This is an optimization exercise on Yosys and OpenROAD, whose aim is small area, a short achievable clock period and few clock cycles per item, not a production implementation. In this exercise RTL edits were held to simulation tests only and were not proved equivalent to the original. No activity file was given, so power comes from the tool's default toggle rates.

==> flow/design.v (excerpt) <==
module pollings (
        ap_clk,
        ap_rst_n,
        m_axi_gmem_AWVALID,
        m_axi_gmem_AWREADY,
        m_axi_gmem_AWADDR,
        m_axi_gmem_AWID,
        m_axi_gmem_AWLEN,
        m_axi_gmem_AWSIZE,
        m_axi_gmem_AWBURST,
        m_axi_gmem_AWLOCK,
        m_axi_gmem_AWCACHE,
        m_axi_gmem_AWPROT,
        m_axi_gmem_AWQOS,
        m_axi_gmem_AWREGION,
        m_axi_gmem_AWUSER,
        m_axi_gmem_WVALID,
        m_axi_gmem_WREADY,
        m_axi_gmem_WDATA,
        m_axi_gmem_WSTRB,
        m_axi_gmem_WLAST,
        m_axi_gmem_WID,
        m_axi_gmem_WUSER,
        m_axi_gmem_ARVALID,
        m_axi_gmem_ARREADY,
        m_axi_gmem_ARADDR,
        m_axi_gmem_ARID,
        m_axi_gmem_ARLEN,
        m_axi_gmem_ARSIZE,
        m_axi_gmem_ARBURST,
        m_axi_gmem_ARLOCK,
        m_axi_gmem_ARCACHE,
        m_axi_gmem_ARPROT,
        m_axi_gmem_ARQOS,
        m_axi_gmem_ARREGION,
        m_axi_gmem_ARUSER,
        m_axi_gmem_RVALID,
        m_axi_gmem_RREADY,
        m_axi_gmem_RDATA,
        m_axi_gmem_RLAST,
        m_axi_gmem_RID,
        m_axi_gmem_RUSER,
        m_axi_gmem_RRESP,
        m_axi_gmem_BVALID,
        m_axi_gmem_BREADY,
        m_axi_gmem_BRESP,
        m_axi_gmem_BID,
        m_axi_gmem_BUSER,
        s_axi_control_AWVALID,
        s_axi_control_AWREADY,
        s_axi_control_AWADDR,
        s_axi_control_WVALID,
        s_axi_control_WREADY,
        s_axi_control_WDATA,
        s_axi_control_WSTRB,
        s_axi_control_ARVALID,
        s_axi_control_ARREADY,
        s_axi_control_ARADDR,
        s_axi_control_RVALID,
        s_axi_control_RREADY,
        s_axi_control_RDATA,
        s_axi_control_RRESP,
        s_axi_control_BVALID,
        s_axi_control_BREADY,
        s_axi_control_BRESP,
        interrupt
);
clock: 10.0 ns
lec_check: 0
cap_margin: 20
core_margin: 2
core_utilization: 66
cts_buf_list: sky130_fd_sc_hd__clkbuf_16
cts_cluster_diameter: 80
cts_cluster_size: 22
slew_margin: 20
standard.sh (not shown) runs the stock make flow with config.mk's settings and CLKGATE_MAP_FILE= SYNTH_SCRIPT=/design/flow/synth_recipe.tcl, a recipe that flattens the netlist after the stock synthesis.
==> flow/flow/run.sh <==
#!/bin/bash
# Standard synthesis, then the standard layout steps with repair_timing aiming
# at a larger setup margin (each make run's full output in its own log here).
set -euo pipefail
MARGIN=$(cat flow/margin.txt)
bash standard.sh synth > synth.log 2>&1
bash standard.sh SETUP_SLACK_MARGIN=$MARGIN finish > layout.log 2>&1
==> flow/flow/margin.txt <==
6.9
The baseline completed with no timing, DRC or antenna violations.
Testbench counts at the start, summed over its fixed seeds: cycles 12,996, images 12.
==> next run, changes <==
==> flow/flow/margin.txt (replaced) <==
6.7
CORE_UTILIZATION = 60   (was 66)
After rerunning:
- The new run passed the timing, design-rule and antenna checks
- setup slack loses 5.9 ps
- die area grows by 9.8%
- sequential power is about the same
- routed wire length shrinks by 4.8%
- non-clock buffer count shrinks by 55
- power barely changes
- count of clock-buffer cells in the layout stays the same
==> next run, changes <==
==> flow/flow/margin.txt (replaced) <==
6.9
After rerunning: Final cell count rose by 1.1%; clock power stays flat; sequential share of layout area rose by 0.23 points; total power is about the same; routed wire length rose by 2.5%; final area fell by 0.34%; clock skew rose by 11 ps; synthesized area does not change.
==> next run, changes <==
==> flow/flow/margin.txt (replaced) <==
7.0
What happened: The changed run produced a clean layout. Routed wire length rises by 4.3%. Sequential cell count does not change. Final cell count rises by about 2%. Design area rises by 2.8%. Total power barely changes. Synthesized area does not change.
==> next run, changes <==
==> flow/flow/run.sh (replaced) <==
#!/bin/bash
# Standard synthesis, then the standard layout steps with repair_timing aiming
# at a larger setup margin and the port buffers built from buf_1 cells (each
# make run's full output in its own log here).
set -euo pipefail
MARGIN=$(cat flow/margin.txt)
bash standard.sh synth > synth.log 2>&1
bash standard.sh SETUP_SLACK_MARGIN=$MARGIN "BUFFER_PORTS_ARGS=-buffer_cell sky130_fd_sc_hd__buf_1" finish > layout.log 2>&1
==> flow/flow/margin.txt (replaced) <==
6.9
=> The new run went through all stages and came out clean. Total power came out lower by about 1.4%. Die area stays the same. Worst hold slack is better by 17 ps. Critical path depth is unchanged. Non-clock buffer count drops by 79. Area after synthesis is unchanged.

========
the previous run:
pollings again, from the RTL that the note above started with.
export LEC_CHECK = 0
export CAP_MARGIN = 20
export CORE_MARGIN = 2
export CORE_UTILIZATION = 60
export CTS_BUF_LIST = sky130_fd_sc_hd__clkbuf_16
export CTS_CLUSTER_DIAMETER = 80
export CTS_CLUSTER_SIZE = 22
export SLEW_MARGIN = 20
create_clock -name core_clock -period 10.0 [get_ports {ap_clk}]
==> flow/flow/run.sh <==
#!/bin/bash
# Standard synthesis, then the standard layout steps with repair_timing aiming
# at a larger setup margin (each make run's full output in its own log here).
set -euo pipefail
MARGIN=$(cat flow/margin.txt)
bash standard.sh synth > synth.log 2>&1
bash standard.sh SETUP_SLACK_MARGIN=$MARGIN finish > layout.log 2>&1
==> flow/flow/margin.txt <==
7.2
Testbench counts of the previous run, summed over its fixed seeds: cycles 12,996, images 12.
For the current run, these inputs were changed with respect to the previous run:
# the previous run
export LEC_CHECK = 0
export CAP_MARGIN = 20
export CORE_MARGIN = 2
export CORE_UTILIZATION = 60
export CTS_BUF_LIST = sky130_fd_sc_hd__clkbuf_16
export CTS_CLUSTER_DIAMETER = 80
export CTS_CLUSTER_SIZE = 22
export SLEW_MARGIN = 20
create_clock -name core_clock -period 10.0 [get_ports {ap_clk}]
# the current run
export LEC_CHECK = 0
export CAP_MARGIN = 20
export CORE_MARGIN = 2
export CORE_UTILIZATION = 60
export CTS_BUF_LIST = sky130_fd_sc_hd__clkbuf_16
export CTS_CLUSTER_DIAMETER = 90
export CTS_CLUSTER_SIZE = 26
export SLEW_MARGIN = 20
create_clock -name core_clock -period 10.0 [get_ports {ap_clk}]
==> flow/flow/margin.txt <==
6.9
Findings:
Compared to the previous run, the router laid down less metal wire for the current run. In the final reports, the cell area of the current run is smaller than that of the previous run. Relative to the previous run, the instance area at placement measured on the current run has decreased slightly. Re hold slack: the previous run and the current run aren't equal, and the lower value belongs to the previous run. Looking at clock share of power, the current run sits 0.3 points below the previous run. On minimum clock period after layout, the previous run tracks the current run almost exactly. Final period utilization: the previous run vs the current run, no meaningful difference. The final reports for the current run and the previous run show proportion of power drawn by combinational gates lower in the former. There was hardly any difference in clock latency reported for the late side of the worst-skew pair between the current run and the previous run.

==> re-timing with driven ports <==
In the flow no input, the clock included, has a driving cell. The finished layouts below were timed again as built, in two steps.
Step 1 (the two cells are an assumption about what drives the block):
set clk [get_ports {ap_clk}]
set_driving_cell -lib_cell sky130_fd_sc_hd__clkbuf_16 $clk
set_driving_cell -lib_cell sky130_fd_sc_hd__buf_2 [delete_from_list [all_inputs] $clk]
Step 2 times the ports against the registers' clock, not the clock port: input delays grow and output delays shrink by t, the midpoint of the rising clock arrivals with the driver on.
a / b / c = no drivers / after step 1 / after step 2; a / b = the first two.
run	t (ns)	slack for setup (ns)	worst data-port slew with drivers (ns)
the first run of note 1	0.661	6.727 / 6.661 / 6.247	0.10
the second run of note 1	0.647	6.721 / 6.662 / 6.127	0.11
the third run of note 1	0.647	6.742 / 6.679 / 6.230	0.12
the fourth run of note 1	0.647	6.685 / 6.624 / 6.271	0.11
the fifth run of note 1	0.647	6.748 / 6.685 / 6.260	0.12
the previous run	0.655	6.706 / 6.650 / 6.231	0.11
the current run	0.644	6.708 / 6.651 / 6.248	0.11
After both steps setup and hold are still met in every run listed. The setup slack of the second run of note 1, which loses most, moves by -0.059 ns with the drivers and by -0.594 ns with both steps.
